What follows belongs to an exercise in optimizing a design on an open flow for small area and a short achievable clock period; a production flow would make more cautious choices.
Where RTL was checked, it was by simulation tests only, not by an equivalence proof against the original.
For run 4, only the layout was checked, not whether the RTL still works.
Power and IR drop assume default switching activity.

==> flow/design.v (outline; a module is shown in full before it is edited, if it fits) <==
// module c6288: 697 lines
// module mfa: 4 lines
// module mhan: 4 lines
// module fadd: 562 lines
// module g_aoi21: 3 lines
// module g_inv: 3 lines
// module g_nand2: 3 lines
// module g_nor2: 3 lines
// module g_oai21: 3 lines
// module g_or2: 3 lines
// module g_xnor2: 3 lines
// module g_xor2: 3 lines
module c6288 (clk, reset, N1_wire, N18_wire, N35_wire, N52_wire, N69_wire, N86_wire, N103_wire, N120_wire, N137_wire, N154_wire, N171_wire, N188_wire, N205_wire, N222_wire, N239_wire, N256_wire, N273_wire, N290_wire, N307_wire, N324_wire, N341_wire, N358_wire, N375_wire, N392_wire, N409_wire, N426_wire, N443_wire, N460_wire, N477_wire, N494_wire, N511_wire, N528_wire,
  N545, N1581, N1901, N2223, N2548, N2877, N3211, N3552, N3895, N4241, N4591, N4946, N5308, N5672, N5971, N6123, N6150, N6160, N6170, N6180, N6190, N6200, N6210, N6220, N6230, N6240, N6250, N6260, N6270, N6280, N6288, N6287);
  // ...
==> flow/flow/run.sh <==
#!/bin/bash
# Own layout flow: the standard flow (standard.sh) with extra ORFS make
# variables from flow/extra.txt (one VAR=value per line), e.g. a setup margin
# so that repair_timing sizes and buffers the multiplier for a short period
# rather than only for the 14 ns clock. Each step's full output goes to a log
# file in the work folder.
set -euo pipefail
mapfile -t EXTRA < <(grep -v '^#' flow/extra.txt | grep .)
bash standard.sh synth > synth.log 2>&1
bash standard.sh finish "${EXTRA[@]}" > layout.log 2>&1
==> flow/flow/extra.txt <==
SETUP_SLACK_MARGIN=9
BUFFER_PORTS_ARGS=-buffer_cell sky130_fd_sc_hd__buf_1
==> flow/standard.sh <==
#!/bin/bash
# synth_recipe.tcl (not shown) runs the flow's synth.tcl, then flattens the netlist and writes it again
# the make line also repeats each setting of config.mk as NAME=value (left out here)
make -C /OpenROAD-flow-scripts/flow DESIGN_CONFIG=/design/flow/config.mk WORK_HOME=/design/flow/orfs CLKGATE_MAP_FILE= SYNTH_SCRIPT=/design/flow/synth_recipe.tcl "${@:-finish}"
==> flow/config.mk <==
export PLATFORM = sky130hd
export DESIGN_NAME = c6288
export DESIGN_NICKNAME = c6288
export VERILOG_FILES = /design/flow/design.v
export SDC_FILE = /design/flow/constraint.sdc
export NUM_CORES = 4
export LEC_CHECK = 0
export CAP_MARGIN = 20
export CORE_MARGIN = 2
export CORE_UTILIZATION = 40
export CTS_BUF_LIST = sky130_fd_sc_hd__clkbuf_4 sky130_fd_sc_hd__clkbuf_8
export SLEW_MARGIN = 20
export SYNTH_HIERARCHICAL = 1
==> flow/constraint.sdc <==
create_clock -name core_clock -period 14.0 [get_ports {clk}]
set_input_delay 2.8000 -clock core_clock [delete_from_list [all_inputs] [get_ports {clk}]]
set_output_delay 2.8000 -clock core_clock [all_outputs]
set_load 0.01 [all_outputs]
==> results.toml, run 1 <==
[drt]
antenna_left = 0
firstDrtPassIters = 5
route.met2.wl_um = 9850
dr.max_layer_used = "met4"
num_vias = 5945
met1Wirelength_um = 8540

[cells_and_area]
multi_input_area_sq_um = 6590
n_antenna_cell = 0
flops_and_latches = 64
final_common_cell = "nand2_1"
final_cell_mix = "nand2_1, fa_1, buf_1, xor2_1, a21oi_2"
seq_share = 0.173
design_area_sq_um = 9280
clockNetworkAreaShare = 0.0229
regMostFlops = "rp"
final_util = 0.411
nMultiInputCombCells = 718

[sta]
slew_headroom = 0.566
final_hold_viol_count = 0
rsz0062_at_grt = "yes"

[worst_setup_path]
cp_num_buf_inv = 1
cp.arrival_ps = 5010
crit_cells = 15
critical_path_class = "register to register"
reg2reg_from = "ra[0]"
reg2reg_depth = 15

[clocking]
cts_sinks = 64
cts_resized = 22
cts_buffers = 9

[pwr]
power.switching_w = 0.00129
pg_comb_w = 0.00199
intPower_w = 0.00119
p_clk_frac = 0.072

[logic_synthesis]
yosysWarningCount = 7

[floorplan]
die_h_um = 155
initial_utilization = 0.406

[global_route]
grt_use_met1 = 0.241
grt_pass1_vias = 6509

[placement]
port_buffers = 65
pre_cts_ws_ps = 8710

[min_path]
worstHoldStart = "rb[0]"
hold_depth = 2

[status]
status = "timing/DRC/antenna clean"
==> inputs of run 2 (changes only) <==
==> flow/flow/run.sh (replaced) <==
#!/bin/bash
# Own layout flow: the standard flow (standard.sh) with extra ORFS make
# variables from flow/extra.txt (one VAR=value per line), e.g. a setup margin
# so that repair_timing sizes and buffers the multiplier for a short period
# rather than only for the 14 ns clock. After the standard synthesis every
# combinational cell is set to the smallest size of its footprint
# (flow/downsize.py); the resizer upsizes where timing needs it.
# Each step's full output goes to a log file in the work folder.
set -euo pipefail
mapfile -t EXTRA < <(grep -v '^#' flow/extra.txt | grep .)
bash standard.sh synth > synth.log 2>&1
RES=orfs/results/$FLOW_PLATFORM/c6288/base
python3 flow/downsize.py $FLOW_HOME/platforms/$FLOW_PLATFORM/lib/sky130_fd_sc_hd__tt_025C_1v80.lib $RES/1_2_yosys.v > downsize.log 2>&1
rm -f $RES/1_synth.odb $RES/1_synth.sdc
bash standard.sh finish "${EXTRA[@]}" > layout.log 2>&1
==> flow/flow/downsize.py (new file) <==
#!/usr/bin/env python3
"""Give every combinational cell of the synthesized netlist the smallest size
of its footprint (e.g. a22oi_2 -> a22oi_1); the resizer later upsizes only
where timing needs it. Flip-flops, tie cells and dont-use cells are left as
they are. usage: downsize.py LIB NETLIST"""
import re, sys
lib, net = sys.argv[1], sys.argv[2]
txt = open(lib).read()
cells = {}
for m in re.finditer(r'cell \("(\w+)"\)\s*\{', txt):
    body = txt[m.end():m.end() + 4000]
    fp = re.search(r'cell_footprint : "(\w+)"', body)
    ar = re.search(r'area : ([\d.]+)', body)
    if fp and ar:
        cells[m.group(1)] = (fp.group(1), float(ar.group(1)))
skip = re.compile(r'sky130_fd_sc_hd__(df|dl|sdf|edf|conb|tap|fill|decap|diode|clk|probe|lpflow|buf|inv|bufinv)')
best = {}
for c, (fp, ar) in cells.items():
    if skip.match(c):
        continue
    if fp not in best or ar < cells[best[fp]][1]:
        best[fp] = c
src = open(net).read()
n = [0]
def rep(m):
    c = m.group(1)
    if c in cells and not skip.match(c):
        b = best.get(cells[c][0], c)
        if b != c and cells[b][1] < cells[c][1] - 1e-6:
            n[0] += 1
            return b + m.group(2)
    return m.group(0)
out = re.sub(r'\b(sky130_fd_sc_hd__\w+)(\s+\S+\s*\()', rep, src)
open(net, 'w').write(out)
print(f"downsized {n[0]} cells")
==> run 2 against run 1 <==
Clock skew increased by 5.6 ps. Sequential share of layout area increased by 0.40 points. Critical path depth up 1. Via count rose by 0.52%. Register-to-register slack about the same. Count of clock-buffer cells in the layout down 2. Non-clock buffer count did not move. Wire length up 1.7%. Worst hold slack worse by 46 ps. Flip-flop and latch count did not move. Final area is 2.1% lower.
==> results.toml, run 2 <==
[cells_and_area]
drive_gt1_frac = 0.0867
design_area_sq_um = 9080
final_cell_mix = "nand2_1, fa_1, buf_1, xor2_1, nor2_1"
reg_top3 = "rp (32), ra (16), rb (16)"
layout.nets = 1135
largest_reg_flops = 32
final_util = 0.414
regMostFlops = "rp"
syn_to_final_growth_pct = 1.02
final_common_cell = "nand2_1"
n_antenna_cell = 0

[global_route]
grt_max_degree = 49
antenna_found_initial = 0
gr-total-overflow = 0
grt_pass1_wl_um = 33800
grt_pass1_vias = 6318
grt.total_usage = 0.185

[floorplan]
top_level_ports = 66
die_h_um = 154
die_w_um = 154
rows = 54
initial_utilization = 0.410
die_area_sq_um = 23700
design.core.area_sq_um = 22000

[logic_synthesis]
yosysWarningCount = 7
syn_nets = 1134
synth_area_sq_um = 8990
syn_area_per_cell_sq_um = 9.94
synthCells = 905

[placement]
dpl.hpwl_um = 15000
gp_congestion = 0.851
placed_area_sq_um = 8600
port_buffers = 65
pre_cts_ws_ps = 8320

[sta]
worst_pin_slew_ps = 869
setup_viol = 0
final_hold_viol_count = 0
period_needed_ps = 4770
setup_tns_ps = 0
slew_viol_final = 0
finalCritPeriodShare = 0.341
fmax_mhz = 209
slew_headroom = 0.421
final.setup_skew_ps = 16.2
fin_ws_ps = 9230
rsz0062_at_grt = "no"

[clocking]
clock_path_buffers = 2
cts_tree = "yes"
cts_sinks = 64
htreeDepth = 3
cts_root_buf = "clkbuf_8"
cts_hold_buf = 0
clk_latency_ps = 380
path_clk_slew_ps = 90
cts_buffers = 9

[drt]
wire_per_inst_um = 17.3
firstDrtPassIters = 5
antenna_left = 0
vias_per_cell = 5.02
first_iter_violations = 418
routed_wl_um = 20600
drcViolationCount = 0
num_vias = 5976

[worst_setup_path]
start_kind = "register"
setup.worst_path.end_class = "register"
critical_path_class = "register to register"
crit_required_ps = 14280
reg2reg_slack_ps = 9230
reg2reg_depth = 16
reg2reg_from = "ra[4]"
critPathMaxFanout = 6
rr_endpoint = "rp[29]"
cp.arrival_ps = 5060

[pwr]
powerDensity_nw_per_um2 = 263
power.total_w = 0.00239
irDropWorstVdd_mv = 0.229
p_leak_nw = 3.34

[min_path]
hold_end = "rp[0]"
worstHoldStart = "rb[0]"
min_path_type = "register to register"
hold_depth = 2

[run]
maxCapViolCount = 0

[status]
status = "timing/DRC/antenna clean"
[run 2: per-layer routing]
metal	global-route usage	vias to the layer above	share of wire
met4	0.0592	0	0.022
li1	-	2683	-
met5	0	-	0
met2	0.312	216	0.49
met1	0.243	3049	0.42
met3	0.0361	28	0.062
[run 2: stage by stage]
step	cells	hold slack, ps
2_1_floorplan	905	636
3_3_place_gp	1156	842
3_5_place_dp	1156	862
4_1_cts	1175	661
5_1_grt	1191	700
6_report	1191	652
[run 2: timing repair]
| action | in CTS | in global routing |
|---|---|---|
| buffers inserted | 3 | 16 |
| setup endpoints to repair | 16 | 11 |
| pin swaps | 0 | 4 |
| gates resized for setup | 41 | 23 |
[run 2: worst max-delay path, cell delays in order, from the launching register on]
cell and delay (ps):
dfrtp_4 530, buf_4 170, nand2_1 80, fa_1 430, fa_1 460, fa_1 400, fa_1 410, fa_1 460
fa_1 570, nand2_1 100, a21oi_2 200, o21ai_4 100, a21oi_2 240, buf_4 160, o21ai_1 60, a21oi_1 160
xnor2_1 150
[run 2: how the worst max path moves through the flow]
stage                     startpoint     end  slack, ps  cells past startpoint
after global placement         rb[4]  rp[28]       8480                     15
after floorplan                ra[0]  rp[28]       9220                     18
after CTS                      ra[5]  rp[28]       9000                     15
after detailed placement       rb[4]  rp[21]       8320                     15
final                          ra[4]  rp[29]       9230                     16
after global routing           ra[4]  rp[30]       8980                     16
[run 2: layout make-up]
type / instances / area (sq um)
clock inverters: 6 / 67.6
inverters: 28 / 109
multi-input cells: 718 / 6410
well taps: 280 / 350
clock buffers: 10 / 138
repair buffers: 85 / 399
flip-flops and latches: 64 / 1610
fillers: 2145 / 12900
[run 2: power breakdown]
part	total, W	switching, W	internal, W
registers	0.000306	0.0000373	0.000269
clock network	0.000173	0.0000857	0.0000877
logic	0.00191	0.00112	0.000784
==> inputs of run 3 (changes only) <==
==> flow/flow/extra.txt (replaced) <==
SETUP_SLACK_MARGIN=9.3
BUFFER_PORTS_ARGS=-buffer_cell sky130_fd_sc_hd__buf_1
==> run 3 against run 2 <==
Still clean on timing, DRC and antenna. Count of clock-buffer cells in the layout down 1. Die area did not move. Flip-flop and latch count stayed put. Clock skew up 2.7 ps. Final area grew 3.1%. Power is 7.3% higher. Maximum frequency rose by 1.5%. Non-clock buffer count rose by 24. Combinational power is 8% higher. Sequential power is 2% lower. Area after synthesis is the same. Synthesized cell count did not move. Largest power group unchanged.
==> results.toml, run 3 <==
[sta]
slew_viol_final = 0
period_needed_ps = 4700
final.setup_skew_ps = 18.8
slew_headroom = 0.459
setup_viol = 0
worst_pin_slew_ps = 812
setup_tns_ps = 0
rsz0062_at_grt = "yes"
finalCritPeriodShare = 0.336
fmax_mhz = 213
final_hold_viol_count = 0

[global_route]
grt.total_usage = 0.192
gr-total-overflow = 0
antenna_found_initial = 0
grt_pass1_wl_um = 35000
grt_max_degree = 49
grt_pass1_vias = 6610

[pwr]
intPower_w = 0.00124
p_clk_frac = 0.075
p_leak_nw = 3.48
powerDensity_nw_per_um2 = 274
irDropWorstVdd_mv = 0.253
sw_frac_of_total = 0.516
power.switching_w = 0.00132
seq_power_share = 0.118
p_comb_frac = 0.808

[worst_setup_path]
critical_path_class = "register to register"
critPathMaxFanout = 6
critPathCapture = "rp[26]"
reg2reg_depth = 15
start_kind = "register"
cp.arrival_ps = 4990
crit_required_ps = 14290
setup.worst_path.end_class = "register"
reg2reg_slack_ps = 9300
startpoint = "ra[2]"
reg2reg_from = "ra[2]"
rr_endpoint = "rp[26]"

[drt]
wire_per_inst_um = 17.5
firstDrtPassIters = 5
vias_per_cell = 4.96
first_iter_violations = 384
antenna_left = 0
routed_wl_um = 21300
num_vias = 6023
drcViolationCount = 0

[cells_and_area]
nFillCells = 2114
syn_to_final_growth_pct = 4.12
layout.nets = 1159
n_antenna_cell = 0
drive_gt1_frac = 0.130
multi_input_area_sq_um = 6480
final_cell_mix = "nand2_1, fa_1, buf_1, xor2_1, nor2_1"
layout.cells.non_filler = 1215
ff_latch_area_sq_um = 1610
reg_top3 = "rp (32), ra (16), rb (16)"
final_common_cell = "nand2_1"
regMostFlops = "rp"
largest_reg_flops = 32

[floorplan]
initial_utilization = 0.410
top_level_ports = 66
die_area_sq_um = 23700
rows = 54
die_h_um = 154
die_w_um = 154
design.core.area_sq_um = 22000

[clocking]
cts_tree = "yes"
clock_path_buffers = 2
cts_buffers = 9
path_clk_slew_ps = 100
cts_root_buf = "clkbuf_8"
clk_latency_ps = 380
cts_sinks = 64
cts_hold_buf = 0
htreeDepth = 3

[status]
status = "timing/DRC/antenna clean"

[logic_synthesis]
synthCells = 905
synth_area_sq_um = 8990
yosysWarningCount = 7
syn_nets = 1134
syn_area_per_cell_sq_um = 9.94

[run]
maxCapViolCount = 0

[min_path]
min_path_type = "register to register"

[placement]
dpl.hpwl_um = 15200
port_buffers = 65
dp_cells = 1156
gp_congestion = 0.840
run 3: metrics by stage:
stage | hold slack [ps] | cell area [sq um] | util | setup slack [ps] | power (W)
2_1_floorplan | 636 | 9000 | - | 9350 | 0.00221
3_3_place_gp | 785 | 8610 | 0.392 | 8400 | 0.00209
3_5_place_dp | 769 | 8610 | 0.392 | 8280 | 0.00211
4_1_cts | 600 | 9130 | 0.416 | 9310 | 0.00235
5_1_grt | 645 | 9360 | 0.426 | 9150 | 0.00283
6_report | 607 | 9360 | 0.426 | 9300 | 0.00256
run 3: worst min-delay path by stage:
stage,startpoint,to,slack [ps],cells after the start
6_report,rb[0],rp[0],610,2
5_1_grt,rb[0],rp[0],640,2
4_1_cts,rb[0],rp[0],600,2
3_5_place_dp,rb[0],rp[0],770,2
3_3_place_gp,rb[0],rp[0],790,2
2_1_floorplan,rb[0],rp[0],640,4
run 3: cell type report:
class | instances | share of cell area
clock buffer | 9 | 0.0132
clock inverter | 7 | 0.0110
inverter | 28 | 0.0115
multi-input combinational | 718 | 0.692
sequential | 64 | 0.172
tap | 280 | 0.0374
timing repair buffer | 109 | 0.0631
run 3: worst max-delay path: stages, from the launching register on:
cell and delay, ps:
dfrtp_4 530, nand2_1 100, fa_1 420, fa_1 510, fa_1 430, fa_1 390, fa_1 470, fa_1 580
nor2_1 90, a21oi_2 240, o21ai_4 100, a21oi_2 200, buf_4 160, o21ai_1 90, a21oi_2 140, xnor2_1 140
run 3: repair_timing:
action | CTS | global route
endpoints found under the setup margin | 16 | 15
pin swaps | 2 | 12
resized for setup | 48 | 35
setup buffers | 26 | 17
run 3: routing by layer:
layer  vias to the layer above  track usage  share of wire
li1                       2738            -              -
met1                      3055        0.260           0.43
met2                       212        0.316           0.49
met3                        18       0.0406          0.065
met4                         0       0.0521          0.013
met5                         -            0              0
run 3: power by group through the flow:
stage | clock network [W] | logic [W] | registers, W
floorplan | 0 | 0.00190 | 0.000310
global placement | 0 | 0.00177 | 0.000313
detailed placement | 0 | 0.00180 | 0.000312
CTS | 0.000197 | 0.00185 | 0.000303
global route | 0.000207 | 0.00231 | 0.000308
finish | 0.000191 | 0.00207 | 0.000301
==> module fadd, before the edit <==
module fadd (input wire [31:0] x, input wire [31:0] y, output wire [31:0] p);
  wire n0;
  g_nor2 u0 (x[1], y[1], n0);
  wire n1;
  g_nand2 u1 (x[1], y[1], n1);
  wire n2;
  g_xor2 u2 (x[1], y[1], n2);
  wire n3;
  g_nor2 u3 (x[2], y[2], n3);
  wire n4;
  g_nand2 u4 (x[2], y[2], n4);
  wire n5;
  g_xor2 u5 (x[2], y[2], n5);
  wire n6;
  g_nor2 u6 (x[3], y[3], n6);
  wire n7;
  g_nand2 u7 (x[3], y[3], n7);
  wire n8;
  g_xor2 u8 (x[3], y[3], n8);
  wire n9;
  g_nor2 u9 (x[4], y[4], n9);
  wire n10;
  g_nand2 u10 (x[4], y[4], n10);
  wire n11;
  g_xor2 u11 (x[4], y[4], n11);
  wire n12;
  g_nor2 u12 (x[5], y[5], n12);
  wire n13;
  g_nand2 u13 (x[5], y[5], n13);
  wire n14;
  g_xor2 u14 (x[5], y[5], n14);
  wire n15;
  g_nor2 u15 (x[6], y[6], n15);
  wire n16;
  g_nand2 u16 (x[6], y[6], n16);
  wire n17;
  g_xor2 u17 (x[6], y[6], n17);
  wire n18;
  g_nor2 u18 (x[7], y[7], n18);
  wire n19;
  g_nand2 u19 (x[7], y[7], n19);
  wire n20;
  g_xor2 u20 (x[7], y[7], n20);
  wire n21;
  g_nor2 u21 (x[8], y[8], n21);
  wire n22;
  g_nand2 u22 (x[8], y[8], n22);
  wire n23;
  g_xor2 u23 (x[8], y[8], n23);
  wire n24;
  g_nor2 u24 (x[9], y[9], n24);
  wire n25;
  g_nand2 u25 (x[9], y[9], n25);
  wire n26;
  g_xor2 u26 (x[9], y[9], n26);
  wire n27;
  g_nor2 u27 (x[10], y[10], n27);
  wire n28;
  g_nand2 u28 (x[10], y[10], n28);
  wire n29;
  g_xor2 u29 (x[10], y[10], n29);
  wire n30;
  g_nor2 u30 (x[11], y[11], n30);
  wire n31;
  g_nand2 u31 (x[11], y[11], n31);
  wire n32;
  g_xor2 u32 (x[11], y[11], n32);
  wire n33;
  g_nor2 u33 (x[12], y[12], n33);
  wire n34;
  g_nand2 u34 (x[12], y[12], n34);
  wire n35;
  g_xor2 u35 (x[12], y[12], n35);
  wire n36;
  g_nor2 u36 (x[13], y[13], n36);
  wire n37;
  g_nand2 u37 (x[13], y[13], n37);
  wire n38;
  g_xor2 u38 (x[13], y[13], n38);
  wire n39;
  g_nor2 u39 (x[14], y[14], n39);
  wire n40;
  g_nand2 u40 (x[14], y[14], n40);
  wire n41;
  g_xor2 u41 (x[14], y[14], n41);
  wire n42;
  g_nor2 u42 (x[15], y[15], n42);
  wire n43;
  g_nand2 u43 (x[15], y[15], n43);
  wire n44;
  g_xor2 u44 (x[15], y[15], n44);
  wire n45;
  g_nor2 u45 (x[16], y[16], n45);
  wire n46;
  g_nand2 u46 (x[16], y[16], n46);
  wire n47;
  g_xor2 u47 (x[16], y[16], n47);
  wire n48;
  g_nor2 u48 (x[17], y[17], n48);
  wire n49;
  g_nand2 u49 (x[17], y[17], n49);
  wire n50;
  g_xor2 u50 (x[17], y[17], n50);
  wire n51;
  g_nor2 u51 (x[18], y[18], n51);
  wire n52;
  g_nand2 u52 (x[18], y[18], n52);
  wire n53;
  g_xor2 u53 (x[18], y[18], n53);
  wire n54;
  g_nor2 u54 (x[19], y[19], n54);
  wire n55;
  g_nand2 u55 (x[19], y[19], n55);
  wire n56;
  g_xor2 u56 (x[19], y[19], n56);
  wire n57;
  g_nor2 u57 (x[20], y[20], n57);
  wire n58;
  g_nand2 u58 (x[20], y[20], n58);
  wire n59;
  g_xor2 u59 (x[20], y[20], n59);
  wire n60;
  g_nor2 u60 (x[21], y[21], n60);
  wire n61;
  g_nand2 u61 (x[21], y[21], n61);
  wire n62;
  g_xor2 u62 (x[21], y[21], n62);
  wire n63;
  g_nor2 u63 (x[22], y[22], n63);
  wire n64;
  g_nand2 u64 (x[22], y[22], n64);
  wire n65;
  g_xor2 u65 (x[22], y[22], n65);
  wire n66;
  g_nor2 u66 (x[23], y[23], n66);
  wire n67;
  g_nand2 u67 (x[23], y[23], n67);
  wire n68;
  g_xor2 u68 (x[23], y[23], n68);
  wire n69;
  g_nor2 u69 (x[24], y[24], n69);
  wire n70;
  g_nand2 u70 (x[24], y[24], n70);
  wire n71;
  g_xor2 u71 (x[24], y[24], n71);
  wire n72;
  g_nor2 u72 (x[25], y[25], n72);
  wire n73;
  g_nand2 u73 (x[25], y[25], n73);
  wire n74;
  g_xor2 u74 (x[25], y[25], n74);
  wire n75;
  g_nor2 u75 (x[26], y[26], n75);
  wire n76;
  g_nand2 u76 (x[26], y[26], n76);
  wire n77;
  g_xor2 u77 (x[26], y[26], n77);
  wire n78;
  g_nor2 u78 (x[27], y[27], n78);
  wire n79;
  g_nand2 u79 (x[27], y[27], n79);
  wire n80;
  g_xor2 u80 (x[27], y[27], n80);
  wire n81;
  g_nor2 u81 (x[28], y[28], n81);
  wire n82;
  g_nand2 u82 (x[28], y[28], n82);
  wire n83;
  g_xor2 u83 (x[28], y[28], n83);
  wire n84;
  g_nor2 u84 (x[29], y[29], n84);
  wire n85;
  g_nand2 u85 (x[29], y[29], n85);
  wire n86;
  g_xor2 u86 (x[29], y[29], n86);
  wire n87;
  g_nor2 u87 (x[30], y[30], n87);
  wire n88;
  g_nand2 u88 (x[30], y[30], n88);
  wire n89;
  g_xor2 u89 (x[30], y[30], n89);
  wire n90;
  g_aoi21 u90 (n7, n3, n6, n90);
  wire n91;
  g_nand2 u91 (n7, n4, n91);
  wire n92;
  g_aoi21 u92 (n13, n9, n12, n92);
  wire n93;
  g_nand2 u93 (n13, n10, n93);
  wire n94;
  g_aoi21 u94 (n19, n15, n18, n94);
  wire n95;
  g_nand2 u95 (n19, n16, n95);
  wire n96;
  g_aoi21 u96 (n25, n21, n24, n96);
  wire n97;
  g_nand2 u97 (n25, n22, n97);
  wire n98;
  g_aoi21 u98 (n31, n27, n30, n98);
  wire n99;
  g_nand2 u99 (n31, n28, n99);
  wire n100;
  g_aoi21 u100 (n37, n33, n36, n100);
  wire n101;
  g_nand2 u101 (n37, n34, n101);
  wire n102;
  g_aoi21 u102 (n43, n39, n42, n102);
  wire n103;
  g_nand2 u103 (n43, n40, n103);
  wire n104;
  g_aoi21 u104 (n49, n45, n48, n104);
  wire n105;
  g_nand2 u105 (n49, n46, n105);
  wire n106;
  g_aoi21 u106 (n55, n51, n54, n106);
  wire n107;
  g_nand2 u107 (n55, n52, n107);
  wire n108;
  g_aoi21 u108 (n61, n57, n60, n108);
  wire n109;
  g_nand2 u109 (n61, n58, n109);
  wire n110;
  g_aoi21 u110 (n67, n63, n66, n110);
  wire n111;
  g_nand2 u111 (n67, n64, n111);
  wire n112;
  g_aoi21 u112 (n73, n69, n72, n112);
  wire n113;
  g_nand2 u113 (n73, n70, n113);
  wire n114;
  g_aoi21 u114 (n79, n75, n78, n114);
  wire n115;
  g_nand2 u115 (n79, n76, n115);
  wire n116;
  g_aoi21 u116 (n85, n81, n84, n116);
  wire n117;
  g_nand2 u117 (n85, n82, n117);
  wire n118;
  g_aoi21 u118 (n4, n0, n3, n118);
  wire n119;
  g_inv u119 (n0, n119);
  wire n120;
  g_oai21 u120 (n91, n119, n90, n120);
  wire n121;
  g_inv u121 (n92, n121);
  wire n122;
  g_inv u122 (n93, n122);
  wire n123;
  g_aoi21 u123 (n16, n121, n15, n123);
  wire n124;
  g_nand2 u124 (n16, n122, n124);
  wire n125;
  g_oai21 u125 (n95, n92, n94, n125);
  wire n126;
  g_nor2 u126 (n95, n93, n126);
  wire n127;
  g_inv u127 (n96, n127);
  wire n128;
  g_inv u128 (n97, n128);
  wire n129;
  g_aoi21 u129 (n28, n127, n27, n129);
  wire n130;
  g_nand2 u130 (n28, n128, n130);
  wire n131;
  g_oai21 u131 (n99, n96, n98, n131);
  wire n132;
  g_nor2 u132 (n99, n97, n132);
  wire n133;
  g_inv u133 (n100, n133);
  wire n134;
  g_inv u134 (n101, n134);
  wire n135;
  g_aoi21 u135 (n40, n133, n39, n135);
  wire n136;
  g_nand2 u136 (n40, n134, n136);
  wire n137;
  g_oai21 u137 (n103, n100, n102, n137);
  wire n138;
  g_nor2 u138 (n103, n101, n138);
  wire n139;
  g_inv u139 (n104, n139);
  wire n140;
  g_inv u140 (n105, n140);
  wire n141;
  g_aoi21 u141 (n52, n139, n51, n141);
  wire n142;
  g_nand2 u142 (n52, n140, n142);
  wire n143;
  g_oai21 u143 (n107, n104, n106, n143);
  wire n144;
  g_nor2 u144 (n107, n105, n144);
  wire n145;
  g_inv u145 (n108, n145);
  wire n146;
  g_inv u146 (n109, n146);
  wire n147;
  g_aoi21 u147 (n64, n145, n63, n147);
  wire n148;
  g_nand2 u148 (n64, n146, n148);
  wire n149;
  g_oai21 u149 (n111, n108, n110, n149);
  wire n150;
  g_nor2 u150 (n111, n109, n150);
  wire n151;
  g_inv u151 (n112, n151);
  wire n152;
  g_inv u152 (n113, n152);
  wire n153;
  g_aoi21 u153 (n76, n151, n75, n153);
  wire n154;
  g_nand2 u154 (n76, n152, n154);
  wire n155;
  g_oai21 u155 (n115, n112, n114, n155);
  wire n156;
  g_nor2 u156 (n115, n113, n156);
  wire n157;
  g_inv u157 (n116, n157);
  wire n158;
  g_inv u158 (n117, n158);
  wire n159;
  g_aoi21 u159 (n88, n157, n87, n159);
  wire n160;
  g_nand2 u160 (n88, n158, n160);
  wire n161;
  g_aoi21 u161 (n10, n120, n9, n161);
  wire n162;
  g_inv u162 (n120, n162);
  wire n163;
  g_oai21 u163 (n93, n162, n92, n163);
  wire n164;
  g_oai21 u164 (n124, n162, n123, n164);
  wire n165;
  g_aoi21 u165 (n126, n120, n125, n165);
  wire n166;
  g_aoi21 u166 (n34, n131, n33, n166);
  wire n167;
  g_nand2 u167 (n34, n132, n167);
  wire n168;
  g_inv u168 (n131, n168);
  wire n169;
  g_inv u169 (n132, n169);
  wire n170;
  g_oai21 u170 (n101, n168, n100, n170);
  wire n171;
  g_nor2 u171 (n101, n169, n171);
  wire n172;
  g_oai21 u172 (n136, n168, n135, n172);
  wire n173;
  g_nor2 u173 (n136, n169, n173);
  wire n174;
  g_aoi21 u174 (n138, n131, n137, n174);
  wire n175;
  g_nand2 u175 (n138, n132, n175);
  wire n176;
  g_aoi21 u176 (n58, n143, n57, n176);
  wire n177;
  g_nand2 u177 (n58, n144, n177);
  wire n178;
  g_inv u178 (n143, n178);
  wire n179;
  g_inv u179 (n144, n179);
  wire n180;
  g_oai21 u180 (n109, n178, n108, n180);
  wire n181;
  g_nor2 u181 (n109, n179, n181);
  wire n182;
  g_oai21 u182 (n148, n178, n147, n182);
  wire n183;
  g_nor2 u183 (n148, n179, n183);
  wire n184;
  g_aoi21 u184 (n150, n143, n149, n184);
  wire n185;
  g_nand2 u185 (n150, n144, n185);
  wire n186;
  g_aoi21 u186 (n82, n155, n81, n186);
  wire n187;
  g_nand2 u187 (n82, n156, n187);
  wire n188;
  g_inv u188 (n155, n188);
  wire n189;
  g_inv u189 (n156, n189);
  wire n190;
  g_oai21 u190 (n117, n188, n116, n190);
  wire n191;
  g_nor2 u191 (n117, n189, n191);
  wire n192;
  g_oai21 u192 (n160, n188, n159, n192);
  wire n193;
  g_nor2 u193 (n160, n189, n193);
  wire n194;
  g_inv u194 (n165, n194);
  wire n195;
  g_aoi21 u195 (n22, n194, n21, n195);
  wire n196;
  g_oai21 u196 (n97, n165, n96, n196);
  wire n197;
  g_oai21 u197 (n130, n165, n129, n197);
  wire n198;
  g_aoi21 u198 (n132, n194, n131, n198);
  wire n199;
  g_oai21 u199 (n167, n165, n166, n199);
  wire n200;
  g_aoi21 u200 (n171, n194, n170, n200);
  wire n201;
  g_aoi21 u201 (n173, n194, n172, n201);
  wire n202;
  g_oai21 u202 (n175, n165, n174, n202);
  wire n203;
  g_inv u203 (n184, n203);
  wire n204;
  g_inv u204 (n185, n204);
  wire n205;
  g_aoi21 u205 (n70, n203, n69, n205);
  wire n206;
  g_nand2 u206 (n70, n204, n206);
  wire n207;
  g_oai21 u207 (n113, n184, n112, n207);
  wire n208;
  g_nor2 u208 (n113, n185, n208);
  wire n209;
  g_oai21 u209 (n154, n184, n153, n209);
  wire n210;
  g_nor2 u210 (n154, n185, n210);
  wire n211;
  g_aoi21 u211 (n156, n203, n155, n211);
  wire n212;
  g_nand2 u212 (n156, n204, n212);
  wire n213;
  g_oai21 u213 (n187, n184, n186, n213);
  wire n214;
  g_nor2 u214 (n187, n185, n214);
  wire n215;
  g_aoi21 u215 (n191, n203, n190, n215);
  wire n216;
  g_nand2 u216 (n191, n204, n216);
  wire n217;
  g_aoi21 u217 (n193, n203, n192, n217);
  wire n218;
  g_nand2 u218 (n193, n204, n218);
  wire n219;
  g_aoi21 u219 (n46, n202, n45, n219);
  wire n220;
  g_inv u220 (n202, n220);
  wire n221;
  g_oai21 u221 (n105, n220, n104, n221);
  wire n222;
  g_oai21 u222 (n142, n220, n141, n222);
  wire n223;
  g_aoi21 u223 (n144, n202, n143, n223);
  wire n224;
  g_oai21 u224 (n177, n220, n176, n224);
  wire n225;
  g_aoi21 u225 (n181, n202, n180, n225);
  wire n226;
  g_aoi21 u226 (n183, n202, n182, n226);
  wire n227;
  g_oai21 u227 (n185, n220, n184, n227);
  wire n228;
  g_oai21 u228 (n206, n220, n205, n228);
  wire n229;
  g_aoi21 u229 (n208, n202, n207, n229);
  wire n230;
  g_aoi21 u230 (n210, n202, n209, n230);
  wire n231;
  g_oai21 u231 (n212, n220, n211, n231);
  wire n232;
  g_aoi21 u232 (n214, n202, n213, n232);
  wire n233;
  g_oai21 u233 (n216, n220, n215, n233);
  wire n234;
  g_oai21 u234 (n218, n220, n217, n234);
  assign p[0] = ~x[0];
  assign p[1] = n2;
  wire n235;
  g_xor2 u235 (n5, n0, n235);
  assign p[2] = n235;
  wire n236;
  g_xnor2 u236 (n8, n118, n236);
  assign p[3] = n236;
  wire n237;
  g_xor2 u237 (n11, n120, n237);
  assign p[4] = n237;
  wire n238;
  g_xnor2 u238 (n14, n161, n238);
  assign p[5] = n238;
  wire n239;
  g_xor2 u239 (n17, n163, n239);
  assign p[6] = n239;
  wire n240;
  g_xor2 u240 (n20, n164, n240);
  assign p[7] = n240;
  wire n241;
  g_xnor2 u241 (n23, n165, n241);
  assign p[8] = n241;
  wire n242;
  g_xnor2 u242 (n26, n195, n242);
  assign p[9] = n242;
  wire n243;
  g_xor2 u243 (n29, n196, n243);
  assign p[10] = n243;
  wire n244;
  g_xor2 u244 (n32, n197, n244);
  assign p[11] = n244;
  wire n245;
  g_xnor2 u245 (n35, n198, n245);
  assign p[12] = n245;
  wire n246;
  g_xor2 u246 (n38, n199, n246);
  assign p[13] = n246;
  wire n247;
  g_xnor2 u247 (n41, n200, n247);
  assign p[14] = n247;
  wire n248;
  g_xnor2 u248 (n44, n201, n248);
  assign p[15] = n248;
  wire n249;
  g_xor2 u249 (n47, n202, n249);
  assign p[16] = n249;
  wire n250;
  g_xnor2 u250 (n50, n219, n250);
  assign p[17] = n250;
  wire n251;
  g_xor2 u251 (n53, n221, n251);
  assign p[18] = n251;
  wire n252;
  g_xor2 u252 (n56, n222, n252);
  assign p[19] = n252;
  wire n253;
  g_xnor2 u253 (n59, n223, n253);
  assign p[20] = n253;
  wire n254;
  g_xor2 u254 (n62, n224, n254);
  assign p[21] = n254;
  wire n255;
  g_xnor2 u255 (n65, n225, n255);
  assign p[22] = n255;
  wire n256;
  g_xnor2 u256 (n68, n226, n256);
  assign p[23] = n256;
  wire n257;
  g_xor2 u257 (n71, n227, n257);
  assign p[24] = n257;
  wire n258;
  g_xor2 u258 (n74, n228, n258);
  assign p[25] = n258;
  wire n259;
  g_xnor2 u259 (n77, n229, n259);
  assign p[26] = n259;
  wire n260;
  g_xnor2 u260 (n80, n230, n260);
  assign p[27] = n260;
  wire n261;
  g_xor2 u261 (n83, n231, n261);
  assign p[28] = n261;
  wire n262;
  g_xnor2 u262 (n86, n232, n262);
  assign p[29] = n262;
  wire n263;
  g_xor2 u263 (n89, n233, n263);
  assign p[30] = n263;
  assign p[31] = n234;
endmodule
==> inputs of run 4 (changes only) <==
--- a/flow/design.v
+++ b/flow/design.v
@@ -885,385 +885,351 @@
   wire n89;
   g_xor2 u89 (x[30], y[30], n89);
   wire n90;
-  g_aoi21 u90 (n7, n3, n6, n90);
+  g_aoi21 u90 (n4, n0, n3, n90);
   wire n91;
-  g_nand2 u91 (n7, n4, n91);
+  g_inv u91 (n90, n91);
   wire n92;
-  g_aoi21 u92 (n13, n9, n12, n92);
+  g_aoi21 u92 (n7, n91, n6, n92);
   wire n93;
-  g_nand2 u93 (n13, n10, n93);
+  g_inv u93 (n92, n93);
   wire n94;
-  g_aoi21 u94 (n19, n15, n18, n94);
+  g_aoi21 u94 (n10, n93, n9, n94);
   wire n95;
-  g_nand2 u95 (n19, n16, n95);
+  g_inv u95 (n94, n95);
   wire n96;
-  g_aoi21 u96 (n25, n21, n24, n96);
+  g_aoi21 u96 (n13, n95, n12, n96);
   wire n97;
-  g_nand2 u97 (n25, n22, n97);
+  g_inv u97 (n96, n97);
   wire n98;
-  g_aoi21 u98 (n31, n27, n30, n98);
+  g_aoi21 u98 (n16, n97, n15, n98);
   wire n99;
-  g_nand2 u99 (n31, n28, n99);
+  g_inv u99 (n98, n99);
   wire n100;
-  g_aoi21 u100 (n37, n33, n36, n100);
+  g_aoi21 u100 (n19, n99, n18, n100);
   wire n101;
-  g_nand2 u101 (n37, n34, n101);
+  g_inv u101 (n100, n101);
   wire n102;
-  g_aoi21 u102 (n43, n39, n42, n102);
+  g_aoi21 u102 (n22, n101, n21, n102);
   wire n103;
-  g_nand2 u103 (n43, n40, n103);
+  g_inv u103 (n102, n103);
   wire n104;
-  g_aoi21 u104 (n49, n45, n48, n104);
+  g_aoi21 u104 (n25, n103, n24, n104);
   wire n105;
-  g_nand2 u105 (n49, n46, n105);
+  g_inv u105 (n104, n105);
   wire n106;
-  g_aoi21 u106 (n55, n51, n54, n106);
+  g_aoi21 u106 (n28, n105, n27, n106);
   wire n107;
-  g_nand2 u107 (n55, n52, n107);
+  g_inv u107 (n106, n107);
   wire n108;
-  g_aoi21 u108 (n61, n57, n60, n108);
+  g_aoi21 u108 (n31, n107, n30, n108);
   wire n109;
-  g_nand2 u109 (n61, n58, n109);
+  g_inv u109 (n108, n109);
   wire n110;
-  g_aoi21 u110 (n67, n63, n66, n110);
+  g_aoi21 u110 (n34, n109, n33, n110);
   wire n111;
-  g_nand2 u111 (n67, n64, n111);
+  g_inv u111 (n110, n111);
   wire n112;
-  g_aoi21 u112 (n73, n69, n72, n112);
+  g_aoi21 u112 (n37, n111, n36, n112);
   wire n113;
-  g_nand2 u113 (n73, n70, n113);
+  g_inv u113 (n112, n113);
   wire n114;
-  g_aoi21 u114 (n79, n75, n78, n114);
+  g_aoi21 u114 (n40, n113, n39, n114);
   wire n115;
-  g_nand2 u115 (n79, n76, n115);
+  g_inv u115 (n114, n115);
   wire n116;
-  g_aoi21 u116 (n85, n81, n84, n116);
+  g_aoi21 u116 (n43, n115, n42, n116);
   wire n117;
-  g_nand2 u117 (n85, n82, n117);
+  g_inv u117 (n116, n117);
   wire n118;
-  g_aoi21 u118 (n4, n0, n3, n118);
+  g_aoi21 u118 (n46, n117, n45, n118);
   wire n119;
-  g_inv u119 (n0, n119);
+  g_inv u119 (n118, n119);
   wire n120;
-  g_oai21 u120 (n91, n119, n90, n120);
+  g_aoi21 u120 (n49, n119, n48, n120);
   wire n121;
-  g_inv u121 (n92, n121);
+  g_aoi21 u121 (n52, n48, n51, n121);
   wire n122;
-  g_inv u122 (n93, n122);
+  g_nand2 u122 (n52, n49, n122);
   wire n123;
-  g_aoi21 u123 (n16, n121, n15, n123);
+  g_oai21 u123 (n122, n118, n121, n123);
   wire n124;
-  g_nand2 u124 (n16, n122, n124);
+  g_inv u124 (n121, n124);
   wire n125;
-  g_oai21 u125 (n95, n92, n94, n125);
+  g_inv u125 (n122, n125);
   wire n126;
-  g_nor2 u126 (n95, n93, n126);
+  g_aoi21 u126 (n55, n124, n54, n126);
   wire n127;
-  g_inv u127 (n96, n127);
+  g_nand2 u127 (n55, n125, n127);
   wire n128;
-  g_inv u128 (n97, n128);
+  g_oai21 u128 (n127, n118, n126, n128);
   wire n129;
-  g_aoi21 u129 (n28, n127, n27, n129);
+  g_inv u129 (n126, n129);
   wire n130;
-  g_nand2 u130 (n28, n128, n130);
+  g_inv u130 (n127, n130);
   wire n131;
-  g_oai21 u131 (n99, n96, n98, n131);
+  g_aoi21 u131 (n58, n129, n57, n131);
   wire n132;
-  g_nor2 u132 (n99, n97, n132);
+  g_nand2 u132 (n58, n130, n132);
   wire n133;
-  g_inv u133 (n100, n133);
+  g_oai21 u133 (n132, n118, n131, n133);
   wire n134;
-  g_inv u134 (n101, n134);
+  g_aoi21 u134 (n61, n57, n60, n134);
   wire n135;
-  g_aoi21 u135 (n40, n133, n39, n135);
+  g_nand2 u135 (n61, n58, n135);
   wire n136;
-  g_nand2 u136 (n40, n134, n136);
+  g_oai21 u136 (n135, n126, n134, n136);
   wire n137;
-  g_oai21 u137 (n103, n100, n102, n137);
+  g_nor2 u137 (n135, n127, n137);
   wire n138;
-  g_nor2 u138 (n103, n101, n138);
+  g_aoi21 u138 (n137, n119, n136, n138);
   wire n139;
-  g_inv u139 (n104, n139);
+  g_inv u139 (n134, n139);
   wire n140;
-  g_inv u140 (n105, n140);
+  g_inv u140 (n135, n140);
   wire n141;
-  g_aoi21 u141 (n52, n139, n51, n141);
+  g_aoi21 u141 (n64, n139, n63, n141);
   wire n142;
-  g_nand2 u142 (n52, n140, n142);
+  g_nand2 u142 (n64, n140, n142);
   wire n143;
-  g_oai21 u143 (n107, n104, n106, n143);
+  g_oai21 u143 (n142, n126, n141, n143);
   wire n144;
-  g_nor2 u144 (n107, n105, n144);
+  g_nor2 u144 (n142, n127, n144);
   wire n145;
-  g_inv u145 (n108, n145);
+  g_aoi21 u145 (n144, n119, n143, n145);
   wire n146;
-  g_inv u146 (n109, n146);
+  g_inv u146 (n141, n146);
   wire n147;
-  g_aoi21 u147 (n64, n145, n63, n147);
+  g_inv u147 (n142, n147);
   wire n148;
-  g_nand2 u148 (n64, n146, n148);
+  g_aoi21 u148 (n67, n146, n66, n148);
   wire n149;
-  g_oai21 u149 (n111, n108, n110, n149);
+  g_nand2 u149 (n67, n147, n149);
   wire n150;
-  g_nor2 u150 (n111, n109, n150);
+  g_oai21 u150 (n149, n126, n148, n150);
   wire n151;
-  g_inv u151 (n112, n151);
+  g_nor2 u151 (n149, n127, n151);
   wire n152;
-  g_inv u152 (n113, n152);
+  g_aoi21 u152 (n151, n119, n150, n152);
   wire n153;
-  g_aoi21 u153 (n76, n151, n75, n153);
+  g_aoi21 u153 (n70, n66, n69, n153);
   wire n154;
-  g_nand2 u154 (n76, n152, n154);
+  g_nand2 u154 (n70, n67, n154);
   wire n155;
-  g_oai21 u155 (n115, n112, n114, n155);
+  g_oai21 u155 (n154, n141, n153, n155);
   wire n156;
-  g_nor2 u156 (n115, n113, n156);
+  g_nor2 u156 (n154, n142, n156);
   wire n157;
-  g_inv u157 (n116, n157);
+  g_aoi21 u157 (n156, n129, n155, n157);
   wire n158;
-  g_inv u158 (n117, n158);
+  g_nand2 u158 (n156, n130, n158);
   wire n159;
-  g_aoi21 u159 (n88, n157, n87, n159);
+  g_oai21 u159 (n158, n118, n157, n159);
   wire n160;
-  g_nand2 u160 (n88, n158, n160);
+  g_inv u160 (n153, n160);
   wire n161;
-  g_aoi21 u161 (n10, n120, n9, n161);
+  g_inv u161 (n154, n161);
   wire n162;
-  g_inv u162 (n120, n162);
+  g_aoi21 u162 (n73, n160, n72, n162);
   wire n163;
-  g_oai21 u163 (n93, n162, n92, n163);
+  g_nand2 u163 (n73, n161, n163);
   wire n164;
-  g_oai21 u164 (n124, n162, n123, n164);
+  g_oai21 u164 (n163, n141, n162, n164);
   wire n165;
-  g_aoi21 u165 (n126, n120, n125, n165);
+  g_nor2 u165 (n163, n142, n165);
   wire n166;
-  g_aoi21 u166 (n34, n131, n33, n166);
+  g_aoi21 u166 (n165, n129, n164, n166);
   wire n167;
-  g_nand2 u167 (n34, n132, n167);
+  g_nand2 u167 (n165, n130, n167);
   wire n168;
-  g_inv u168 (n131, n168);
+  g_oai21 u168 (n167, n118, n166, n168);
   wire n169;
-  g_inv u169 (n132, n169);
+  g_inv u169 (n162, n169);
   wire n170;
-  g_oai21 u170 (n101, n168, n100, n170);
+  g_inv u170 (n163, n170);
   wire n171;
-  g_nor2 u171 (n101, n169, n171);
+  g_aoi21 u171 (n76, n169, n75, n171);
   wire n172;
-  g_oai21 u172 (n136, n168, n135, n172);
+  g_nand2 u172 (n76, n170, n172);
   wire n173;
-  g_nor2 u173 (n136, n169, n173);
+  g_oai21 u173 (n172, n141, n171, n173);
   wire n174;
-  g_aoi21 u174 (n138, n131, n137, n174);
+  g_nor2 u174 (n172, n142, n174);
   wire n175;
-  g_nand2 u175 (n138, n132, n175);
+  g_aoi21 u175 (n174, n129, n173, n175);
   wire n176;
-  g_aoi21 u176 (n58, n143, n57, n176);
+  g_nand2 u176 (n174, n130, n176);
   wire n177;
-  g_nand2 u177 (n58, n144, n177);
+  g_oai21 u177 (n176, n118, n175, n177);
   wire n178;
-  g_inv u178 (n143, n178);
+  g_inv u178 (n171, n178);
   wire n179;
-  g_inv u179 (n144, n179);
+  g_inv u179 (n172, n179);
   wire n180;
-  g_oai21 u180 (n109, n178, n108, n180);
+  g_aoi21 u180 (n79, n178, n78, n180);
   wire n181;
-  g_nor2 u181 (n109, n179, n181);
+  g_nand2 u181 (n79, n179, n181);
   wire n182;
-  g_oai21 u182 (n148, n178, n147, n182);
+  g_oai21 u182 (n181, n141, n180, n182);
   wire n183;
-  g_nor2 u183 (n148, n179, n183);
+  g_nor2 u183 (n181, n142, n183);
   wire n184;
-  g_aoi21 u184 (n150, n143, n149, n184);
+  g_aoi21 u184 (n183, n129, n182, n184);
   wire n185;
-  g_nand2 u185 (n150, n144, n185);
+  g_nand2 u185 (n183, n130, n185);
   wire n186;
-  g_aoi21 u186 (n82, n155, n81, n186);
+  g_oai21 u186 (n185, n118, n184, n186);
   wire n187;
-  g_nand2 u187 (n82, n156, n187);
+  g_aoi21 u187 (n82, n78, n81, n187);
   wire n188;
-  g_inv u188 (n155, n188);
+  g_nand2 u188 (n82, n79, n188);
   wire n189;
-  g_inv u189 (n156, n189);
+  g_oai21 u189 (n188, n171, n187, n189);
   wire n190;
-  g_oai21 u190 (n117, n188, n116, n190);
+  g_nor2 u190 (n188, n172, n190);
   wire n191;
-  g_nor2 u191 (n117, n189, n191);
+  g_aoi21 u191 (n190, n146, n189, n191);
   wire n192;
-  g_oai21 u192 (n160, n188, n159, n192);
+  g_nand2 u192 (n190, n147, n192);
   wire n193;
-  g_nor2 u193 (n160, n189, n193);
+  g_oai21 u193 (n192, n126, n191, n193);
   wire n194;
-  g_inv u194 (n165, n194);
+  g_nor2 u194 (n192, n127, n194);
   wire n195;
-  g_aoi21 u195 (n22, n194, n21, n195);
+  g_aoi21 u195 (n194, n119, n193, n195);
   wire n196;
-  g_oai21 u196 (n97, n165, n96, n196);
+  g_inv u196 (n187, n196);
   wire n197;
-  g_oai21 u197 (n130, n165, n129, n197);
+  g_inv u197 (n188, n197);
   wire n198;
-  g_aoi21 u198 (n132, n194, n131, n198);
+  g_aoi21 u198 (n85, n196, n84, n198);
   wire n199;
-  g_oai21 u199 (n167, n165, n166, n199);
+  g_nand2 u199 (n85, n197, n199);
   wire n200;
-  g_aoi21 u200 (n171, n194, n170, n200);
+  g_oai21 u200 (n199, n171, n198, n200);
   wire n201;
-  g_aoi21 u201 (n173, n194, n172, n201);
+  g_nor2 u201 (n199, n172, n201);
   wire n202;
-  g_oai21 u202 (n175, n165, n174, n202);
+  g_aoi21 u202 (n201, n146, n200, n202);
   wire n203;
-  g_inv u203 (n184, n203);
+  g_nand2 u203 (n201, n147, n203);
   wire n204;
-  g_inv u204 (n185, n204);
+  g_oai21 u204 (n203, n126, n202, n204);
   wire n205;
-  g_aoi21 u205 (n70, n203, n69, n205);
+  g_nor2 u205 (n203, n127, n205);
   wire n206;
-  g_nand2 u206 (n70, n204, n206);
+  g_aoi21 u206 (n205, n119, n204, n206);
   wire n207;
-  g_oai21 u207 (n113, n184, n112, n207);
+  g_inv u207 (n198, n207);
   wire n208;
-  g_nor2 u208 (n113, n185, n208);
+  g_inv u208 (n199, n208);
   wire n209;
-  g_oai21 u209 (n154, n184, n153, n209);
+  g_aoi21 u209 (n88, n207, n87, n209);
   wire n210;
-  g_nor2 u210 (n154, n185, n210);
+  g_nand2 u210 (n88, n208, n210);
   wire n211;
-  g_aoi21 u211 (n156, n203, n155, n211);
+  g_oai21 u211 (n210, n171, n209, n211);
   wire n212;
-  g_nand2 u212 (n156, n204, n212);
+  g_nor2 u212 (n210, n172, n212);
   wire n213;
-  g_oai21 u213 (n187, n184, n186, n213);
+  g_aoi21 u213 (n212, n146, n211, n213);
   wire n214;
-  g_nor2 u214 (n187, n185, n214);
+  g_nand2 u214 (n212, n147, n214);
   wire n215;
-  g_aoi21 u215 (n191, n203, n190, n215);
+  g_oai21 u215 (n214, n126, n213, n215);
   wire n216;
-  g_nand2 u216 (n191, n204, n216);
+  g_nor2 u216 (n214, n127, n216);
   wire n217;
-  g_aoi21 u217 (n193, n203, n192, n217);
+  g_aoi21 u217 (n216, n119, n215, n217);
+  assign p[0] = ~x[0];
+  assign p[1] = n2;
   wire n218;
-  g_nand2 u218 (n193, n204, n218);
+  g_xor2 u218 (n5, n0, n218);
+  assign p[2] = n218;
   wire n219;
-  g_aoi21 u219 (n46, n202, n45, n219);
+  g_xnor2 u219 (n8, n90, n219);
+  assign p[3] = n219;
   wire n220;
-  g_inv u220 (n202, n220);
+  g_xnor2 u220 (n11, n92, n220);
+  assign p[4] = n220;
   wire n221;
-  g_oai21 u221 (n105, n220, n104, n221);
+  g_xnor2 u221 (n14, n94, n221);
+  assign p[5] = n221;
   wire n222;
-  g_oai21 u222 (n142, n220, n141, n222);
+  g_xnor2 u222 (n17, n96, n222);
+  assign p[6] = n222;
   wire n223;
-  g_aoi21 u223 (n144, n202, n143, n223);
+  g_xnor2 u223 (n20, n98, n223);
+  assign p[7] = n223;
   wire n224;
-  g_oai21 u224 (n177, n220, n176, n224);
+  g_xnor2 u224 (n23, n100, n224);
+  assign p[8] = n224;
   wire n225;
-  g_aoi21 u225 (n181, n202, n180, n225);
+  g_xnor2 u225 (n26, n102, n225);
+  assign p[9] = n225;
   wire n226;
-  g_aoi21 u226 (n183, n202, n182, n226);
+  g_xnor2 u226 (n29, n104, n226);
+  assign p[10] = n226;
   wire n227;
-  g_oai21 u227 (n185, n220, n184, n227);
+  g_xnor2 u227 (n32, n106, n227);
+  assign p[11] = n227;
   wire n228;
-  g_oai21 u228 (n206, n220, n205, n228);
+  g_xnor2 u228 (n35, n108, n228);
+  assign p[12] = n228;
   wire n229;
-  g_aoi21 u229 (n208, n202, n207, n229);
+  g_xnor2 u229 (n38, n110, n229);
+  assign p[13] = n229;
   wire n230;
-  g_aoi21 u230 (n210, n202, n209, n230);
+  g_xnor2 u230 (n41, n112, n230);
+  assign p[14] = n230;
   wire n231;
-  g_oai21 u231 (n212, n220, n211, n231);
+  g_xnor2 u231 (n44, n114, n231);
+  assign p[15] = n231;
   wire n232;
-  g_aoi21 u232 (n214, n202, n213, n232);
+  g_xnor2 u232 (n47, n116, n232);
+  assign p[16] = n232;
   wire n233;
-  g_oai21 u233 (n216, n220, n215, n233);
+  g_xnor2 u233 (n50, n118, n233);
+  assign p[17] = n233;
   wire n234;
-  g_oai21 u234 (n218, n220, n217, n234);
-  assign p[0] = ~x[0];
-  assign p[1] = n2;
+  g_xnor2 u234 (n53, n120, n234);
+  assign p[18] = n234;
   wire n235;
-  g_xor2 u235 (n5, n0, n235);
-  assign p[2] = n235;
+  g_xor2 u235 (n56, n123, n235);
+  assign p[19] = n235;
   wire n236;
-  g_xnor2 u236 (n8, n118, n236);
-  assign p[3] = n236;
+  g_xor2 u236 (n59, n128, n236);
+  assign p[20] = n236;
   wire n237;
-  g_xor2 u237 (n11, n120, n237);
-  assign p[4] = n237;
+  g_xor2 u237 (n62, n133, n237);
+  assign p[21] = n237;
   wire n238;
-  g_xnor2 u238 (n14, n161, n238);
-  assign p[5] = n238;
+  g_xnor2 u238 (n65, n138, n238);
+  assign p[22] = n238;
   wire n239;
-  g_xor2 u239 (n17, n163, n239);
-  assign p[6] = n239;
+  g_xnor2 u239 (n68, n145, n239);
+  assign p[23] = n239;
   wire n240;
-  g_xor2 u240 (n20, n164, n240);
-  assign p[7] = n240;
+  g_xnor2 u240 (n71, n152, n240);
+  assign p[24] = n240;
   wire n241;
-  g_xnor2 u241 (n23, n165, n241);
-  assign p[8] = n241;
+  g_xor2 u241 (n74, n159, n241);
+  assign p[25] = n241;
   wire n242;
-  g_xnor2 u242 (n26, n195, n242);
-  assign p[9] = n242;
+  g_xor2 u242 (n77, n168, n242);
+  assign p[26] = n242;
   wire n243;
-  g_xor2 u243 (n29, n196, n243);
-  assign p[10] = n243;
+  g_xor2 u243 (n80, n177, n243);
+  assign p[27] = n243;
   wire n244;
-  g_xor2 u244 (n32, n197, n244);
-  assign p[11] = n244;
+  g_xor2 u244 (n83, n186, n244);
+  assign p[28] = n244;
   wire n245;
-  g_xnor2 u245 (n35, n198, n245);
-  assign p[12] = n245;
+  g_xnor2 u245 (n86, n195, n245);
+  assign p[29] = n245;
   wire n246;
-  g_xor2 u246 (n38, n199, n246);
-  assign p[13] = n246;
-  wire n247;
-  g_xnor2 u247 (n41, n200, n247);
-  assign p[14] = n247;
-  wire n248;
-  g_xnor2 u248 (n44, n201, n248);
-  assign p[15] = n248;
-  wire n249;
-  g_xor2 u249 (n47, n202, n249);
-  assign p[16] = n249;
-  wire n250;
-  g_xnor2 u250 (n50, n219, n250);
-  assign p[17] = n250;
-  wire n251;
-  g_xor2 u251 (n53, n221, n251);
-  assign p[18] = n251;
-  wire n252;
-  g_xor2 u252 (n56, n222, n252);
-  assign p[19] = n252;
-  wire n253;
-  g_xnor2 u253 (n59, n223, n253);
-  assign p[20] = n253;
-  wire n254;
-  g_xor2 u254 (n62, n224, n254);
-  assign p[21] = n254;
-  wire n255;
-  g_xnor2 u255 (n65, n225, n255);
-  assign p[22] = n255;
-  wire n256;
-  g_xnor2 u256 (n68, n226, n256);
-  assign p[23] = n256;
-  wire n257;
-  g_xor2 u257 (n71, n227, n257);
-  assign p[24] = n257;
-  wire n258;
-  g_xor2 u258 (n74, n228, n258);
-  assign p[25] = n258;
-  wire n259;
-  g_xnor2 u259 (n77, n229, n259);
-  assign p[26] = n259;
-  wire n260;
-  g_xnor2 u260 (n80, n230, n260);
-  assign p[27] = n260;
-  wire n261;
-  g_xor2 u261 (n83, n231, n261);
-  assign p[28] = n261;
-  wire n262;
-  g_xnor2 u262 (n86, n232, n262);
-  assign p[29] = n262;
-  wire n263;
-  g_xor2 u263 (n89, n233, n263);
-  assign p[30] = n263;
-  assign p[31] = n234;
+  g_xnor2 u246 (n89, n206, n246);
+  assign p[30] = n246;
+  assign p[31] = ~n217;
 endmodule
 module g_aoi21 (input wire a, input wire b, input wire c, output wire y);
   assign y = ~((a & b) | c);
==> flow/flow/run.sh (replaced) <==
#!/bin/bash
# Own layout flow: the standard flow (standard.sh) with extra ORFS make
# variables from flow/extra.txt (one VAR=value per line), e.g. a setup margin
# so that repair_timing sizes and buffers the multiplier for a short period
# rather than only for the 14 ns clock. Each step's full output goes to a log
# file in the work folder.
set -euo pipefail
mapfile -t EXTRA < <(grep -v '^#' flow/extra.txt | grep .)
bash standard.sh synth > synth.log 2>&1
bash standard.sh finish "${EXTRA[@]}" > layout.log 2>&1
==> flow/flow/extra.txt (replaced) <==
SETUP_SLACK_MARGIN=9
BUFFER_PORTS_ARGS=-buffer_cell sky130_fd_sc_hd__buf_1
removed: flow/flow/downsize.py
==> run 4 against run 3 <==
Wire length increased by 0.31%. First-iteration DRC count decreased by 14%. Synthesized cell count decreased by 1.9%. Die area increased by 0.95%. Critical path type unchanged. Largest cell class unchanged. Largest power group unchanged. Highest routed layer unchanged.
==> results.toml, run 4 <==
[drt]
firstDrtPassIters = 5
antenna_left = 0
vias_per_cell = 4.95
first_iter_violations = 332
num_vias = 6074
wire_per_inst_um = 17.4
routed_wl_um = 21300
drcViolationCount = 0

[cells_and_area]
design_area_sq_um = 9680
n_antenna_cell = 0
drive_gt1_frac = 0.196
largest_reg_flops = 32
regMostFlops = "rp"
nFillCells = 2190
final_cell_mix = "nand2_1, fa_1, buf_1, buf_4, nor2_1"
final_common_cell = "nand2_1"
layout.nets = 1167
reg_top3 = "rp (32), ra (16), rb (16)"
syn_to_final_growth_pct = 6.57

[worst_setup_path]
crit_top_cell = "fa_1"
worst_path_max_delay_cell = "fa_1"
crit_family = "adder cells"
path_cells = "buf_6, buf_8, buf_4, nand2_1, fa_1, fa_1, fa_1, fa_1, fa_1, fa_1, nand2_1, a21oi_2, inv_1, a21oi_2, inv_1, a21oi_2, o21ai_4, xor2_1"
crit_path_max_incr_delay_ps = 570
setup.worst_path.end_class = "register"
critical_path_class = "register to register"
cp_num_buf_inv = 5
critPathMaxFanout = 8
crit_required_ps = 14270
reg2reg_slack_ps = 8720
cp.arrival_ps = 5550
start_kind = "register"

[global_route]
antenna_found_initial = 0
grt_use_met1 = 0.253
gr-total-overflow = 0
grt_pass1_wl_um = 35300
grt.total_usage = 0.195
grt_pass1_vias = 6602
grt.busiest_layer = "met2"
use_met2 = 0.330
use_met3 = 0.0345
grt_max_degree = 49

[pwr]
irDropWorstVdd_mv = 0.271
powerDensity_nw_per_um2 = 290
power.total_w = 0.00280
p_leak_nw = 3.70
intPower_w = 0.00143
seq_power_share = 0.108
p_clk_frac = 0.068
p_comb_frac = 0.824
power.switching_w = 0.00138
sw_frac_of_total = 0.491

[floorplan]
top_level_ports = 66
rows = 55
die_w_um = 155
initial_utilization = 0.405
die_area_sq_um = 23900
design.core.area_sq_um = 22400
die_h_um = 155

[sta]
period_needed_ps = 5280
finalCritPeriodShare = 0.377
rsz0062_at_grt = "yes"
final_hold_viol_count = 0
worst_pin_slew_ps = 698
slew_viol_final = 0
fmax_mhz = 189
setup_tns_ps = 0
whs_ps = 715
slew_headroom = 0.534
setup_viol = 0
final.setup_skew_ps = 16.7

[logic_synthesis]
synthCells = 888
syn_nets = 1117
yosysWarningCount = 7
syn_area_per_cell_sq_um = 10.2
synth_area_sq_um = 9080

[clocking]
clk_latency_ps = 390
cts_tree = "yes"
clock_path_buffers = 2
cts_sinks = 64
cts_hold_buf = 0
path_clk_slew_ps = 80
cts_buffers = 9
htreeDepth = 3
cts_root_buf = "clkbuf_8"

[run]
maxCapViolCount = 0

[placement]
dpl.hpwl_um = 15200
placed_area_sq_um = 8710
port_buffers = 65
gp_congestion = 0.847

[min_path]
min_path_type = "register to register"

[status]
status = "timing/DRC/antenna clean"
[run 4: cell type report]
class                           instances  area, sq um  share of cell area
Inverter                               36          138              0.0142
Clock buffer                           13          154              0.0159
Tap cell                              285          357              0.0369
Timing Repair Buffer                  133          818              0.0846
Multi-Input combinational cell        694         6550               0.677
Sequential cell                        64         1590               0.164
Clock inverter                          3         67.6             0.00698
[run 4: metrics by stage]
step | setup slack, ps | util | instances
3_3_place_gp | 8260 | 0.388 | 1146
3_5_place_dp | 8150 | 0.388 | 1146
4_1_cts | 8690 | 0.422 | 1216
6_report | 8720 | 0.431 | 1228
2_1_floorplan | 9010 | - | 888
5_1_grt | 8420 | 0.431 | 1228
[run 4: worst paths after layout]
| check | from | to | cells after the start |
|---|---|---|---|
| max | ra[2] | rp[28] | 18 |
| min | rb[1] | rp[1] | 3 |
| max reg2reg | ra[2] | rp[28] | 18 |
| min reg2reg | rb[1] | rp[1] | 3 |
| max in group asynchronous | reset | ra[5] | 3 |
| min in group asynchronous | reset | rp[17] | 3 |
[run 4: layer usage]
| layer | vias to the layer above | share of wire | routed length [um] |
|---|---|---|---|
| met4 | 0 | 0.028 | 595 |
| met2 | 224 | 0.50 | 10600 |
| met1 | 3099 | 0.41 | 8700 |
| met3 | 39 | 0.066 | 1410 |
| met5 | - | 0 | 0 |
| li1 | 2712 | - | - |
[run 4: timing repair]
action / CTS / global route
resized for setup: 58 / 31
setup endpoints to repair: 16 / 17
pin swaps: 22 / 29
setup buffers: 54 / 12
[run 4: worst min-delay path, delay by kind of cell (launching register included)]
family | cells | cell delay [ps]
xor+xnor | 1 | 60
buf+inv | 1 | 150
flops | 1 | 380
simple gates | 1 | 90
[run 4: power by group through the flow]
| stage | Clock [W] | Combinational (W) | Sequential (W) |
|---|---|---|---|
| floorplan | 0 | 0.00201 | 0.000310 |
| global placement | 0 | 0.00189 | 0.000314 |
| detailed placement | 0 | 0.00191 | 0.000313 |
| CTS | 0.000198 | 0.00216 | 0.000303 |
| global route | 0.000209 | 0.00258 | 0.000310 |
| finish | 0.000192 | 0.00231 | 0.000303 |

==> separate check: timing with driven ports <==
The results above use ideal ports. As a check the final layouts listed here were re-extracted and re-timed, cells and wires unchanged. Step 1 assumes that a clkbuf_16 drives the clock port and a buf_2 every other input. Step 2 times the ports against the registers' clock, not the clock port: input delays grow and output delays shrink by t, the midpoint of the rising clock arrivals with the driver on. Three values: ideal ports, drivers, drivers and shift; two values: the first two.
| run | t (ns) | slack for setup (ns) | worst hold slack (ns) | worst setup path after step 2 |
|---|---|---|---|---|
| run 1 | 0.402 | 9.241 / 9.241 / 9.241 | 0.698 / 0.698 / 0.698 | register to register |
| run 2 | 0.406 | 9.226 / 9.226 / 9.226 | 0.652 / 0.652 / 0.652 | register to register |
| run 3 | 0.416 | 9.295 / 9.295 / 9.295 | 0.607 / 0.607 / 0.607 | register to register |
| run 4 | 0.420 | 8.716 / 8.716 / 8.716 | 0.715 / 0.715 / 0.715 | register to register |
After both steps setup and hold are still met in every run listed.
